From an optimization exercise on the open Yosys and OpenROAD flow, aimed at small area, a short achievable clock period and few clock cycles; shortcuts taken in it are not production practice.
The RTL was checked by simulation tests, not by an equivalence proof against the original design.
Power figures rest on the tool's default switching activity, not on a simulated workload.

<file path="design.v">
module reuleaux(input logic clk, input logic rst_n, input logic [2:0] colour,
                input logic [7:0] centre_x, input logic [6:0] centre_y, input logic [7:0] diameter,
                input logic start, output logic done,
                output logic [7:0] vga_x, output logic [6:0] vga_y,
                output logic [2:0] vga_colour, output logic vga_plot);
     wire [7:0]  di_2 = ((diameter + 1'b1) >> 1);
     wire [26:0] b_di = diameter;
     wire [7:0]  c_x1 = centre_x + di_2;
     wire [6:0]  c_y1 = centre_y + ((((b_di * 20'b0100_1001_1110_0110_1010) >> 19) + 1'b1) >> 1);
     wire signed [8:0]  c_x2 = centre_x - di_2;
     wire [6:0]  c_y2 = centre_y + ((((b_di * 20'b0100_1001_1110_0110_1010) >> 19) + 1'b1) >> 1);
     wire [7:0]  c_x3 = centre_x;
     wire signed [7:0]  c_y3 = centre_y - ((((b_di * 20'b1001_0011_1100_1101_0100) >> 19) + 1'b1) >> 1);
     enum {Soct6, Sreload, Scocked, Soct2, Soct3, Soct5, Soct7, Soct8} state;
     logic signed [8:0] x;
     logic signed [7:0] y;
     logic signed [9:0] crit;
     logic [8:0] offset_x;
     logic [8:0] offset_y;
     logic vga_plot_off;
     assign vga_x = x[7:0];
     assign vga_y = y[6:0];
     assign vga_plot = !(vga_plot_off | x[8] | y[7] | (vga_x >= 160) | (vga_y >= 120));
     assign vga_colour = colour;
     always_ff @(posedge clk) begin
          if (!rst_n) begin
               done <= 1'b0;
               vga_plot_off <= 1'b1;
               state <= Sreload;
          end else begin
               case(state)
                    Sreload: begin
                         if(!start) begin
                              done <= 1'b0;
                              vga_plot_off <= 1'b1;
                              state <= Scocked;
                         end else begin
                              state <= Sreload;
                         end
                    end
                    Scocked: begin
                         if(start) begin
                              crit <= 1'b1 - diameter;
                              offset_x <= diameter;
                              offset_y <= 0;
                              state <= Soct5;
                         end else begin
                              state <= Scocked;
                         end
                    end
                    Soct5: begin
                         vga_plot_off <= 1'b0;
                         x <= c_x1 - offset_x;
                         y <= c_y1 - offset_y;
                         if (offset_y < di_2) begin
                              state <= Soct2;
                         end else begin
                              state <= Soct6;
                         end
                    end
                    Soct2: begin
                         x <= c_x3 + offset_y;
                         y <= c_y3 + offset_x;
                         state <= Soct3;
                    end
                    Soct3: begin
                         x <= c_x3 - offset_y;
                         y <= c_y3 + offset_x;
                         state <= Soct8;
                    end
                    Soct6: begin
                         x <= c_x1 - offset_y;
                         y <= c_y1 - offset_x;
                         state <= Soct7;
                    end
                    Soct7: begin
                         x <= c_x2 + offset_y;
                         y <= c_y2 - offset_x;
                         state <= Soct8;
                    end
                    default: begin
                         x <= c_x2 + offset_x;
                         y <= c_y2 - offset_y;
                         if (offset_x - (crit > 0) < offset_y + 1) begin
                              done <= 1'b1;
                              state <= Sreload;
                         end else begin
                              if(crit <= 0) begin
                                   crit <= crit + (2'd2*(offset_y+1'b1))+1'b1;
                                   offset_y <= offset_y + 1'b1;
                              end else begin
                                   crit <= crit + 2'd2*((offset_y + 1'b1) - (offset_x - 1'b1)) + 1'b1;
                                   offset_x <= offset_x - 1'b1;
                                   offset_y <= offset_y + 1'b1;
                              end
                              state <= Soct5;
                         end
                    end
               endcase
          end
     end
endmodule
</file>
<file path="run.sh">
#!/bin/bash
# synth_recipe.tcl (not shown) runs the flow's synth.tcl, then flattens the netlist and writes it again
# the make line also repeats each setting of config.mk as NAME=value (left out here)
make -C /OpenROAD-flow-scripts/flow DESIGN_CONFIG=/design/flow/config.mk WORK_HOME=/design/flow/orfs CLKGATE_MAP_FILE= SYNTH_SCRIPT=/design/flow/synth_recipe.tcl finish
</file>
<file path="config.mk">
export PLATFORM = sky130hd
export DESIGN_NAME = reuleaux
export DESIGN_NICKNAME = reuleaux
export VERILOG_FILES = /design/flow/design.v
export SDC_FILE = /design/flow/constraint.sdc
export NUM_CORES = 4
export LEC_CHECK = 0
export CAP_MARGIN = 20
export CORE_MARGIN = 2
export CORE_UTILIZATION = 40
export SLEW_MARGIN = 20
</file>
<file path="constraint.sdc">
create_clock -name core_clock -period 10.0 [get_ports {clk}]
set_input_delay 2.0000 -clock core_clock [delete_from_list [all_inputs] [get_ports {clk}]]
set_output_delay 2.0000 -clock core_clock [all_outputs]
set_load 0.01 [all_outputs]
</file>
==> notes.md <==
## kinds of logic (layout without fill, tap and decap cells)
group                      Yosys count  count (layout)  share of synthesized area
and+or+nand+nor                    218             218                      0.112
muxes                               21              21                     0.0223
buffers and inverters              179             193                     0.0779
adders and majority gates          233             233                      0.337
xor gates and xnor gates           131             131                      0.123
AOI/OAI and AO/OA                  261             261                      0.178
DFF                                 50              50                      0.151
## worst paths after layout
kind                    start  endpoint  slack (ps)  depth (start not counted)
setup / recovery  diameter[2]      y[7]        1070                         27
hold / removal           done      done         500                          1
setup reg to reg  offset_y[0]   crit[9]        5650                         19
hold reg to reg          done      done         500                          1
## registers in the layout, summed over array words and instances (netlist names)
register	flops
offset_y	9
done	1
x	9
state	3
vga_plot_off	1
y	8
offset_x	9
crit	10
## per-layer routing
metal | GRT usage | part of all wire | up-vias | wire [microns]
li1 | - | - | 3801 | -
met1 | 0.256 | 0.49 | 3435 | 11300
met2 | 0.304 | 0.46 | 106 | 10400
met3 | 0.0245 | 0.036 | 18 | 819
met4 | 0.0388 | 0.014 | 0 | 313
met5 | 0 | 0 | - | 0
## cell type report
| type | count | area, sq um | area share |
|---|---|---|---|
| clock buffers | 7 | 143 | 0.0136 |
| clock inverters | 1 | 30.0 | 0.00287 |
| well taps | 319 | 399 | 0.0382 |
| inverters | 131 | 492 | 0.0470 |
| repair buffers | 54 | 510 | 0.0488 |
| flip-flops and latches | 50 | 1450 | 0.139 |
| multi-input cells | 864 | 7440 | 0.711 |
## Yosys cell counts (all sizes together), types with 6 or more instances
| library cell | number |
|---|---|
| nor2 | 65 |
| xor2 | 42 |
| nand2b | 7 |
| buf | 23 |
| nand3 | 21 |
| ha | 189 |
| a21o | 33 |
| a31oi | 11 |
| a21oi | 89 |
| o21a | 6 |
| nand2 | 57 |
| o21bai | 24 |
| xnor2 | 89 |
| fa | 44 |
| nor3 | 13 |
| nor2b | 15 |
| and3 | 9 |
| nand4 | 11 |
| clkbuf | 25 |
| o21ai | 51 |
| inv | 130 |
| edfxtp | 45 |
| a211oi | 11 |
| mux2i | 17 |
## per-stage QoR
| step | utilization | setup WS (ps) |
|---|---|---|
| floorplan | - | 1830 |
| global placement | 0.437 | 842 |
| detailed placement | 0.437 | 737 |
| CTS | 0.444 | 1050 |
| global route | 0.444 | 520 |
| finish | 0.444 | 1070 |
## power by group through the flow
stage	Sequential (W)	Clock [W]	Combinational, W
after CTS	0.000334	0.000219	0.00205
after detailed placement	0.000339	0	0.00203
after global routing	0.000338	0.000223	0.00234
final	0.000334	0.000213	0.00203
after global placement	0.000339	0	0.00202
after floorplan	0.000326	0	0.00164
## critical path: cells and delay by family
family	cells	cell delay [ps]
compound gates	8	1620
mux	1	80
buf+inv	4	1170
fa+ha+maj	8	2930
xor+xnor	3	590
simple gates	3	580
==> notes.md <==
The flow ran to the end and the layout has no timing, DRC or antenna violations. Setup repair after global routing left no endpoint under its margin. The via count normalized by instance count is 5.16. The switching part of the total power came out at 0.473. The via count of the first global-routing pass is 7368. The worst hold slack across all endpoints is 502 ps. For this run, the number of Yosys warnings is 1. The total nets after synthesis came out at 1355. The layout overhead on the synthesized area is 8.57%. Of the post-synthesis cell area, the dominant cell type holds 0.245. TritonCTS built the clock tree. The detailed-route via count is 7360. The total internal power is 0.00136 W.

For the worst setup path, the data arrival time is 8980 ps. The worst-case IR drop observed on VDD is 0.164 mV. The number of core rows is 56. The clock transition at the registers of the reported paths came out at 70 ps. The number of antenna diodes in the final layout is 0. The number of input and output port buffers inserted is 42. For this block, the initial DRC count from the detailed router was 363. Dividing total power by cell area gives a power density of 246 nW/um^2.

The flip-flop cell with the highest count after synthesis is sky130_fd_sc_hd__edfxtp_1. The sort of element at the end of the critical path is a register. The number of placed instances, taps included came out at 1418. Setup violations remaining at the end of the flow were counted as 0. The count of cells in the finished layout, fillers not included, comes to 1426.

The final routed wirelength across all metal layers is 22800 microns. The total DRC errors in the routed layout came out at 0. The area of the core region came out at 23500 sq um. The number of levels the H-tree was split into came out at 2. The dominant cell type by area after synthesis is sky130_fd_sc_hd__ha_1. The buffers inserted during post-CTS setup optimization is 0.

The placed instance area came out at 10300 sq um. For the worst setup path, the data required time is 10040 ps. The library cell used most frequently in the layout, excluding fill and tap cells, is sky130_fd_sc_hd__ha_1.

The total negative slack for setup checks is 0 ps. The startpoint type of the worst setup path is an input pin. The number of clock buffers inserted by TritonCTS came out at 5.

The biggest cell delay along the critical path came out at 820 ps. For the worst-skew pair, the clock arrives at the later sink with an insertion delay of 310 ps. The total count of hold-check failures in the final report is 0. Across every metal layer, demand over resource in global routing totals 0.184. Leaving out fill and tap cells, the most frequent cells in the layout are sky130_fd_sc_hd__ha_1 (189), sky130_fd_sc_hd__inv_1 (130), sky130_fd_sc_hd__xnor2_1 (88), sky130_fd_sc_hd__a21oi_1 (88), sky130_fd_sc_hd__nor2_1 (64). The maximum fanout count along the critical path is 9.

The width of the die is 159 microns. The pin count of the biggest net entering global routing came out at 30. Buffers inserted to repair hold after CTS numbered 0.

The number of inserted filler cells in the final layout came out at 2382. The post-detailed-route count of antenna-violating nets came out at 0. The max-slew violation count came out at 0.

The count of different cell masters after synthesis came out at 72. The length of the first detailed-routing pass in iterations is 5. The initial antenna violation count is 0.

The final critical-path share of the clock period came out at 0.893. The first global-routing pass estimated 37700 microns of wire. The number of synthesized flops with an enable pin came out at 45. The switching power came out at 0.00122 W. The number of maximum-capacitance violations came out at 0. Of the cells placed in the final design, the portion with a size suffix greater than 1 is 0.0461. The relative contribution of combinational cells to total power came out at 0.788.

For this design, the slowest cell found on the critical path is sky130_fd_sc_hd__clkdlybuf4s50_1. The initial core utilization came out at 0.409. At the end of routability-driven placement, the weighted congestion stood at 0.864.

The post-synthesis cell count came out at 1093. The total overflow left after global routing is 0. Among the stages of the critical path, the cell type that occurs most often is sky130_fd_sc_hd__ha_1. Sorting the synthesized cells by area gives the leading types as sky130_fd_sc_hd__ha_1 (25%), sky130_fd_sc_hd__edfxtp_1 (14%), sky130_fd_sc_hd__fa_1 (9.1%). CTS placed an instance of sky130_fd_sc_hd__clkbuf_16 at the clock tree root. The critical path in this run is classified as in2reg.

The number of gates resized after CTS came out at 0. The clock skew after layout is 10.6 ps. The die covers 25300 sq um. Counting I/O delays and the setup requirement, the final critical path takes 8930 ps. The clock power share came out at 0.083.

Once detailed placement completed, the half-perimeter wirelength came to 19000 microns. The routed length per placed instance is 16.0 microns. The type of the worst min-delay path is reg2reg. The total power is 0.00257 W. The die boundary height came out at 159 microns. After routing the design area is 10500 sq um.

For this run, the register share of the synthesized area comes to 0.151. The proportion of synthesized flip-flops having asynchronous set or reset came out at 0. No sink is reached through more buffers than the 2 on the longest clock path. 49 I/O pins were placed. The achievable frequency is 112 MHz. The post-synthesis register bit count is 50. The leakage power total is 4.83 nW. The number of clock sinks seen by CTS came out at 50. The register share of total power came out at 0.130. For this run, the post-layout net count is 1368. The average instance area after synthesis is 8.82 sq um. The headroom to the max-slew limit came out at 0.457. The synthesized area is 9640 sq um. The worst-margin pin slew came out at 815 ps.
Testbench counts, summed over its fixed seeds: cycles 112,504.

afterwards: timing with drivers on the ports:
Ports are ideal in the flow. The routed layout listed here was re-timed in OpenROAD.
Step 1 sets driving cells, clkbuf_16 on the clock port and buf_2 on the other inputs (assumed; they add their load-dependent delay and slew).
Step 2 moves the port delays by t, midway between the first and last clock arrival at a register: inputs arrive t later, outputs are due t later. That takes back most of the time a late clock gives input paths.
Three values: no drivers, after step 1, after step 2; two values: the first two.
t, ns: 0.350
setup WS [ns]: 1.065 / 1.087 / 0.737
worst slew at a driven data input, ns: 0.06
After both steps setup and hold are still met in this run. For this run, drivers alone change the setup slack by +0.022 ns; drivers and shift together by -0.328 ns.
